Source: an optimization exercise on an open RTL-to-GDS flow (aim: small area). Production flows keep margins and buffers that such runs may drop. At most, simulation tests tie the RTL to the original design; equivalence was not proved. Power and IR drop assume default switching activity.

Design framer, start of the top module:
module framer (
    input  wire        aclk,
    input  wire        aresetn,
    input  wire [255:0] s_axis_tdata,
    input  wire         s_axis_tvalid,
    output wire         s_axis_tready,
    output wire [31:0] m_axi_awaddr,
    output wire        m_axi_awvalid,
    input  wire        m_axi_awready,
    output wire [31:0] m_axi_wdata,
    output wire [3:0]  m_axi_wstrb,
    output wire        m_axi_wvalid,
    input  wire        m_axi_wready,
    input  wire [1:0]  m_axi_bresp,
    input  wire        m_axi_bvalid,
    output wire        m_axi_bready,
    output wire [31:0] m_axi_araddr,
    output wire        m_axi_arvalid,
    input  wire        m_axi_arready,
    input  wire [31:0] m_axi_rdata,
    input  wire [1:0]  m_axi_rresp,
    input  wire        m_axi_rvalid,
    output wire        m_axi_rready
);
Size: roughly 270 flip-flops, ~410 I/O pins, ~0.011 mm2 of cells after synthesis.
clock: 5.0 ns
lec_check: 0
cap_margin: 20
core_margin: 2
core_utilization: 60
slew_margin: 20
standard.sh (not shown) runs the stock make flow with config.mk's settings and CLKGATE_MAP_FILE= SYNTH_SCRIPT=/design/flow/synth_recipe.tcl, a recipe that flattens the netlist after the stock synthesis.
==> flow/flow/run.sh <==
#!/bin/bash
# Standard layout with these changes to how it is made:
#  - synthesis maps the logic with an area-oriented ABC script (flow/abc.script);
#    the registers come out of the standard synthesis unchanged,
#  - every I/O port is buffered by a minimum-size buffer,
#  - clock sinks are clustered by CTS without dummy loads,
#  - each constant output value comes from a single tie cell.
set -euo pipefail
here=$(pwd)
cat > "$here/my_synth.tcl" <<EOT
proc abc {args} {
  set i [lsearch \$args -script]
  if {\$i >= 0} { lset args [expr {\$i + 1}] {$here/flow/abc.script} }
  yosys abc {*}\$args
}
source {$here/synth_recipe.tcl}
EOT
bash standard.sh SYNTH_SCRIPT="$here/my_synth.tcl" \
  BUFFER_PORTS_ARGS="-buffer_cell sky130_fd_sc_hd__buf_1" \
  CTS_ARGS="-sink_clustering_enable -repair_clock_nets -buf_list sky130_fd_sc_hd__clkbuf_2 -sink_clustering_size 6 -sink_clustering_max_diameter 50 -dont_use_dummy_load" \
  SKIP_REPAIR_TIE_FANOUT=1 finish > standard_flow.log 2>&1
==> flow/flow/abc.script <==
strash
&get -n
&st
&dch
&nf -R 1000
&st
&dch
&nf -R 1000
&put
topo
Change:
==> flow/flow/run.sh (replaced) <==
#!/bin/bash
# Standard layout with three changes to how it is made:
#  - synthesis maps the logic with an area-oriented ABC script (flow/abc.script);
#    the registers come out of the standard synthesis unchanged,
#  - every I/O port is buffered by a minimum-size buffer,
#  - clock sinks are clustered into larger groups, without dummy loads.
set -euo pipefail
here=$(pwd)
cat > "$here/my_synth.tcl" <<EOT
proc abc {args} {
  set i [lsearch \$args -script]
  if {\$i >= 0} { lset args [expr {\$i + 1}] {$here/flow/abc.script} }
  yosys abc {*}\$args
}
source {$here/synth_recipe.tcl}
EOT
bash standard.sh SYNTH_SCRIPT="$here/my_synth.tcl" \
  BUFFER_PORTS_ARGS="-buffer_cell sky130_fd_sc_hd__buf_1" \
  CTS_ARGS="-sink_clustering_enable -repair_clock_nets -buf_list sky130_fd_sc_hd__clkbuf_8 -sink_clustering_size 16 -sink_clustering_max_diameter 80 -dont_use_dummy_load" \
  SKIP_REPAIR_TIE_FANOUT=1 finish > standard_flow.log 2>&1
Effect:
- critical path depth does not change
- non-clock buffer count shrinks by 1
- worst setup slack improved by 0.28 ns
Change:
--- a/flow/flow/run.sh
+++ b/flow/flow/run.sh
@@ -5,3 +5,4 @@
 #  - every I/O port is buffered by a minimum-size buffer,
-#  - clock sinks are clustered into larger groups, without dummy loads.
+#  - clock sinks are clustered by CTS without dummy loads,
+#  - each constant output value comes from a single tie cell.
 set -euo pipefail
@@ -18,3 +19,3 @@
   BUFFER_PORTS_ARGS="-buffer_cell sky130_fd_sc_hd__buf_1" \
-  CTS_ARGS="-sink_clustering_enable -repair_clock_nets -buf_list sky130_fd_sc_hd__clkbuf_8 -sink_clustering_size 16 -sink_clustering_max_diameter 80 -dont_use_dummy_load" \
+  CTS_ARGS="-sink_clustering_enable -repair_clock_nets -buf_list sky130_fd_sc_hd__clkbuf_4 -sink_clustering_size 10 -sink_clustering_max_diameter 60 -dont_use_dummy_load" \
   SKIP_REPAIR_TIE_FANOUT=1 finish > standard_flow.log 2>&1
CAP_MARGIN = 0   (was 20)
CORE_UTILIZATION = 70   (was 60)
SLEW_MARGIN = 0   (was 20)
What happened: Core utilization increases by 9.9 points. Sequential cell count stays the same. Final area fell by 0.97%. Area after synthesis stays the same. First-iteration DRC count goes up by 23%. Hold slack is worse by 0.085 ns. Via count grows by about 2.5%. Maximum frequency drops by 3.4%.
Change:
--- a/flow/flow/run.sh
+++ b/flow/flow/run.sh
@@ -1,3 +1,3 @@
 #!/bin/bash
-# Standard layout with three changes to how it is made:
+# Standard layout with these changes to how it is made:
 #  - synthesis maps the logic with an area-oriented ABC script (flow/abc.script);
CAP_MARGIN = 20   (was 0)
CORE_UTILIZATION = 60   (was 70)
GPL_TIMING_DRIVEN = 0   (was unset)
SLEW_MARGIN = 20   (was 0)
Core utilization goes down by 6.3 points.
Cell count is higher by 8.9%.
Global-route usage shrinks by 4.0 points.
Non-clock buffer count grows by 72.
Total power rose by 3.7%.
Clock-buffer cell count is unchanged.
Area after synthesis is unchanged.
Hold slack gets worse by 0.012 ns.
Setup slack gains 0.0049 ns.
Via count came out higher by 1.7%.
Routed wire length increases by 2.3%.
Change:
CORE_UTILIZATION = 70   (was 60)
- The new run finished with timing, DRC and antenna clean
- combinational power increases by about 0.9%
- synthesized area is unchanged
- die area is lower by 14%
- sequential cell count is unchanged
- hold slack gains 0.013 ns
- critical path depth increases by 1
- power is about the same
- cell area shrinks by 0.36%
- core utilization went up by 11 points
Change:
--- a/flow/flow/run.sh
+++ b/flow/flow/run.sh
@@ -1,3 +1,3 @@
 #!/bin/bash
-# Standard layout with these changes to how it is made:
+# Standard layout with three changes to how it is made:
 #  - synthesis maps the logic with an area-oriented ABC script (flow/abc.script);
CORE_UTILIZATION = 60   (was 70)
GPL_TIMING_DRIVEN = unset   (was 0)
Result: The new run ran to the end with no violations. Via count decreases by 7.7%. Sequential power barely changes. Power went down by 3.0%. First-iteration DRC count falls by 28%. Sequential share of layout area went up by 3.2 points. Hold slack gets worse by 0.016 ns. Register-to-register slack is better by 0.07 ns. Cell area fell by 4.9%. Cell count went down by 2.4%. Area after synthesis does not change. Die area went up by 16%.

* * *

framer, a different RTL version from the one above (not shown whole).
Size: roughly 670 cells after synthesis, ~270 flip-flops.
Settings: LEC_CHECK=0, CAP_MARGIN=20, CORE_MARGIN=2, CORE_UTILIZATION=60, SLEW_MARGIN=20; clock period 5.0 ns.
==> flow/flow/run.sh <==
#!/bin/bash
# Standard layout with these changes to how it is made:
#  - synthesis maps the logic with an area-oriented ABC script (flow/abc.script);
#    the registers come out of the standard synthesis unchanged,
#  - every I/O port is buffered by a minimum-size buffer,
#  - clock sinks are clustered by CTS without dummy loads,
#  - each constant output value comes from a single tie cell.
set -euo pipefail
here=$(pwd)
cat > "$here/my_synth.tcl" <<EOT
proc abc {args} {
  set i [lsearch \$args -script]
  if {\$i >= 0} { lset args [expr {\$i + 1}] {$here/flow/abc.script} }
  yosys abc {*}\$args
}
source {$here/synth_recipe.tcl}
EOT
bash standard.sh SYNTH_SCRIPT="$here/my_synth.tcl" \
  BUFFER_PORTS_ARGS="-buffer_cell sky130_fd_sc_hd__buf_1" \
  CTS_ARGS="-sink_clustering_enable -repair_clock_nets -buf_list sky130_fd_sc_hd__clkbuf_4 -sink_clustering_size 9 -sink_clustering_max_diameter 50 -dont_use_dummy_load" \
  SKIP_REPAIR_TIE_FANOUT=1 finish > standard_flow.log 2>&1
Scripts as last shown in full above: flow/flow/abc.script
The starting point completed without violations.
==> next run, changes <==
--- a/flow/flow/run.sh
+++ b/flow/flow/run.sh
@@ -20 +20 @@
-  CTS_ARGS="-sink_clustering_enable -repair_clock_nets -buf_list sky130_fd_sc_hd__clkbuf_4 -sink_clustering_size 9 -sink_clustering_max_diameter 50 -dont_use_dummy_load" \
+  CTS_ARGS="-sink_clustering_enable -repair_clock_nets -buf_list sky130_fd_sc_hd__clkbuf_4 -sink_clustering_size 10 -sink_clustering_max_diameter 60 -dont_use_dummy_load" \
Result: The changed run completed with no timing, DRC or antenna violations. Cell area shrinks by about 0.4%. Setup slack got worse by 160 ps. Final cell count shrinks by 0.56%.
==> next run, changes <==
--- a/flow/config.mk
+++ b/flow/config.mk
@@ -10 +10 @@
-export CORE_UTILIZATION = 60
+export CORE_UTILIZATION = 70
Effect: Synthesized cell count stays the same. Cell count went down by 3.5%. Die area goes down by 14%. Maximum frequency goes down by 0.43%. Combinational power is about the same. Total power goes down by 0.53%. Clock skew came out lower by 7.3 ps. Setup slack is worse by 20 ps.

* * *

## build 44
Another version of the RTL of framer (not shown whole).
For scale: ~410 I/O pins, roughly 12,000 sq um of cells after synthesis.
export LEC_CHECK = 0
export CAP_MARGIN = 20
export CORE_MARGIN = 2
export CORE_UTILIZATION = 60
export SLEW_MARGIN = 20
create_clock -name core_clock -period 5.0 [get_ports {aclk}]
==> flow/flow/run.sh <==
#!/bin/bash
# Standard layout, with every I/O port buffered by a minimum-size buffer and
# larger clock-sink clusters without dummy loads.
set -euo pipefail
bash standard.sh BUFFER_PORTS_ARGS="-buffer_cell sky130_fd_sc_hd__buf_1" \
  CTS_ARGS="-sink_clustering_enable -repair_clock_nets -buf_list sky130_fd_sc_hd__clkbuf_16 -sink_clustering_size 32 -sink_clustering_max_diameter 120 -dont_use_dummy_load" \
  finish > standard_flow.log 2>&1
Edits applied to the flow inputs when going from build 44 to build 18:
==> flow/flow/run.sh <==
#!/bin/bash
# Standard layout, with every I/O port buffered by a minimum-size buffer.
set -euo pipefail
bash standard.sh BUFFER_PORTS_ARGS="-buffer_cell sky130_fd_sc_hd__buf_1" finish > standard_flow.log 2>&1
--- a/flow/config.mk
+++ b/flow/config.mk
@@ -10,2 +10,3 @@
 export CORE_UTILIZATION = 60
+export CTS_BUF_LIST = sky130_fd_sc_hd__clkbuf_8
 export SLEW_MARGIN = 20
--- outcome ---
Taking build 44 as the reference, in build 18 final area now sits higher; total global routing track utilization now sits higher; vias after detailed routing now sits higher. Changes observed in build 18 relative to build 44: arrival time at the worst endpoint shows an increase of 0.08 ns; routed length on met3 shows an increase of 7.0%; worst-case setup margin in the final layout shows a reduction of 0.080 ns; routed wire length shows an increase of about 2%.
Modified inputs, build 87 compared to build 18
--- a/flow/config.mk
+++ b/flow/config.mk
@@ -9,4 +9,4 @@
 export CORE_MARGIN = 2
-export CORE_UTILIZATION = 60
-export CTS_BUF_LIST = sky130_fd_sc_hd__clkbuf_8
+export CORE_UTILIZATION = 40
+export CTS_BUF_LIST = sky130_fd_sc_hd__clkbuf_4
 export SLEW_MARGIN = 20
### Flow results
Between build 18 and build 87, net load switching power is higher for build 87, build 18 comes in under that. The lower count of inserted antenna diode cells of build 18 and build 87 is in build 18. Looking at number of clock buffers in the layout across build 18 and build 87, the one that comes out higher is build 87. Comparing build 18 against build 87, there is no change at all in synthesized cell count. Of the two values seen for first element of the critical path, wsel[3] was produced by build 87 and wsel[0] by build 18. Row cell count: build 87 higher / build 18 lower. Taking build 18 as the reference point, the core utilization of build 87 falls by 24 points. Changes observed in build 87 relative to build 18: clock network fraction of total power now larger, highest attainable clock frequency rose by about 1.6%, number of rows created at floorplan picked up an extra 12, DRC violation total after the first TritonRoute iteration lower. Build 87: synthesis-to-layout area growth higher than build 18.
### build 87 -> build 97
==> flow/run.sh (new file) <==
#!/bin/bash
# synth_recipe.tcl (not shown) runs the flow's synth.tcl, then flattens the netlist and writes it again
# the make line also repeats each setting of config.mk as NAME=value (left out here)
make -C /OpenROAD-flow-scripts/flow DESIGN_CONFIG=/design/flow/config.mk WORK_HOME=/design/flow/orfs CLKGATE_MAP_FILE= SYNTH_SCRIPT=/design/flow/synth_recipe.tcl finish
--- a/flow/config.mk
+++ b/flow/config.mk
@@ -10,3 +10,2 @@
 export CORE_UTILIZATION = 40
-export CTS_BUF_LIST = sky130_fd_sc_hd__clkbuf_4
 export SLEW_MARGIN = 20
removed: flow/flow/run.sh
removed: flow/standard.sh
--- outcome ---
- Comparing build 87 against build 97, there is no change at all in width of the die.
- [compare] base=build 87 new=build 97: number of cells on the worst reg-to-reg path increased by 1 relative to the old numbers, fraction of standard cell area that is sequential decreased by 8.0 points relative to the old numbers, overall power increased by 8.1% relative to the old numbers.
- met5 as the top routing layer in use was reported by build 97, and met4 by build 87.
- Post-route fraction of the period consumed by the critical path: build 97 and build 87 compared, higher one is build 97
- In build 97, the maximum level of the CTS H-tree came out 2 below the value in build 87.
- Max maximum frequency across build 97 and build 87: build 87
- Setup slack, build 97 and build 87, higher one = build 87.
- Via-per-instance ratio: build 97 vs build 87 up 2.3%
- Looking at build 97 and build 87, the met3 demand-to-capacity share in global routing is a wash.
## Diff of input files: build 93 against build 97
==> flow/flow/run.sh (new file) <==
#!/bin/bash
# Standard layout, with every I/O port buffered by a minimum-size buffer and
# larger clock-sink clusters without dummy loads.
set -euo pipefail
bash standard.sh BUFFER_PORTS_ARGS="-buffer_cell sky130_fd_sc_hd__buf_1" \
  CTS_ARGS="-sink_clustering_enable -repair_clock_nets -buf_list sky130_fd_sc_hd__clkbuf_8 -sink_clustering_size 20 -sink_clustering_max_diameter 100 -dont_use_dummy_load" \
  finish > standard_flow.log 2>&1
==> flow/standard.sh (new file) <==
#!/bin/bash
# synth_recipe.tcl (not shown) runs the flow's synth.tcl, then flattens the netlist and writes it again
# the make line also repeats each setting of config.mk as NAME=value (left out here)
make -C /OpenROAD-flow-scripts/flow DESIGN_CONFIG=/design/flow/config.mk WORK_HOME=/design/flow/orfs CLKGATE_MAP_FILE= SYNTH_SCRIPT=/design/flow/synth_recipe.tcl "${@:-finish}"
--- a/flow/config.mk
+++ b/flow/config.mk
@@ -9,3 +9,3 @@
 export CORE_MARGIN = 2
-export CORE_UTILIZATION = 40
+export CORE_UTILIZATION = 60
 export SLEW_MARGIN = 20
removed: flow/run.sh
--- outcome ---
Build 93 went all the way through the flow, and no timing, DRC or antenna check failed.
Build 97 completed end to end with timing, DRC and antenna clean.
Compare build 93 and build 97 | clock tree cell share of total cell area lower: build 93
On starting density of the core, the lower figure sits with build 97, not build 93.
Number of instances in the placed design (build 97 / build 93): 1.10
Compared with build 97, build 93 shows hold slack higher by 0.011 ns.
Vias after detailed routing for build 93: 304 down relative to build 97
Build 97 → build 93: setup slack increased by 0.061 ns relative to the old numbers; sequential power share increased by 19 points relative to the old numbers.
No functional check of the RTL was part of any run of this note.

==> separate check: timing with driven ports <==
In the flow no input, the clock included, has a driving cell. The finished layouts below were timed again as built, in two steps.
Step 1 sets driving cells, clkbuf_16 on the clock port and buf_2 on the other inputs (assumed; they add their load-dependent delay and slew).
Step 2, shift: input delay + t, output delay - t, t = (earliest + latest rising clock arrival at the registers) / 2. This alone moves slack from input paths to output paths.
Three values: ideal, step 1, step 2; two values: the first two.
run | shift t [ns] | setup slack, ns | worst setup path at the end | clock arrival spread, ns | worst slew at a driven data input, ns
the first run of note 1 | 0.832 | 0.283 / 0.243 / 1.074 | register to output | 0.107 / 0.107 | 0.10
the second run of note 1 | 0.554 | 0.567 / 0.525 / 1.079 | register to output | 0.067 / 0.067 | 0.11
the third run of note 1 | 0.703 | 0.411 / 0.369 / 1.072 | register to output | 0.065 / 0.065 | 0.10
the fourth run of note 1 | 0.718 | 0.416 / 0.379 / 1.097 | register to output | 0.052 / 0.051 | 0.11
the fifth run of note 1 | 0.720 | 0.285 / 0.240 / 0.960 | register to output | 0.038 / 0.038 | 0.08
the sixth run of note 1 | 0.713 | 0.406 / 0.362 / 1.075 | register to output | 0.088 / 0.088 | 0.10
the first run of note 2 | 0.643 | 0.626 / 0.584 / 1.228 | register to output | 0.059 / 0.059 | 0.07
the second run of note 2 | 0.724 | 0.463 / 0.422 / 1.146 | register to output | 0.079 / 0.079 | 0.07
the third run of note 2 | 0.696 | 0.444 / 0.403 / 1.099 | register to output | 0.073 / 0.073 | 0.08
build 44 | 0.520 | 0.533 / 0.483 / 1.003 | register to output | 0.057 / 0.057 | 0.10
build 18 | 0.581 | 0.454 / 0.408 / 0.989 | register to output | 0.021 / 0.021 | 0.11
build 87 | 0.719 | 0.525 / 0.482 / 1.201 | register to output | 0.046 / 0.046 | 0.08
build 97 | 0.602 | 0.371 / 0.321 / 0.923 | register to output | 0.009 / 0.010 | 0.09
build 93 | 0.569 | 0.432 / 0.386 / 0.955 | register to output | 0.034 / 0.034 | 0.11
After both steps every run listed still meets setup and hold.
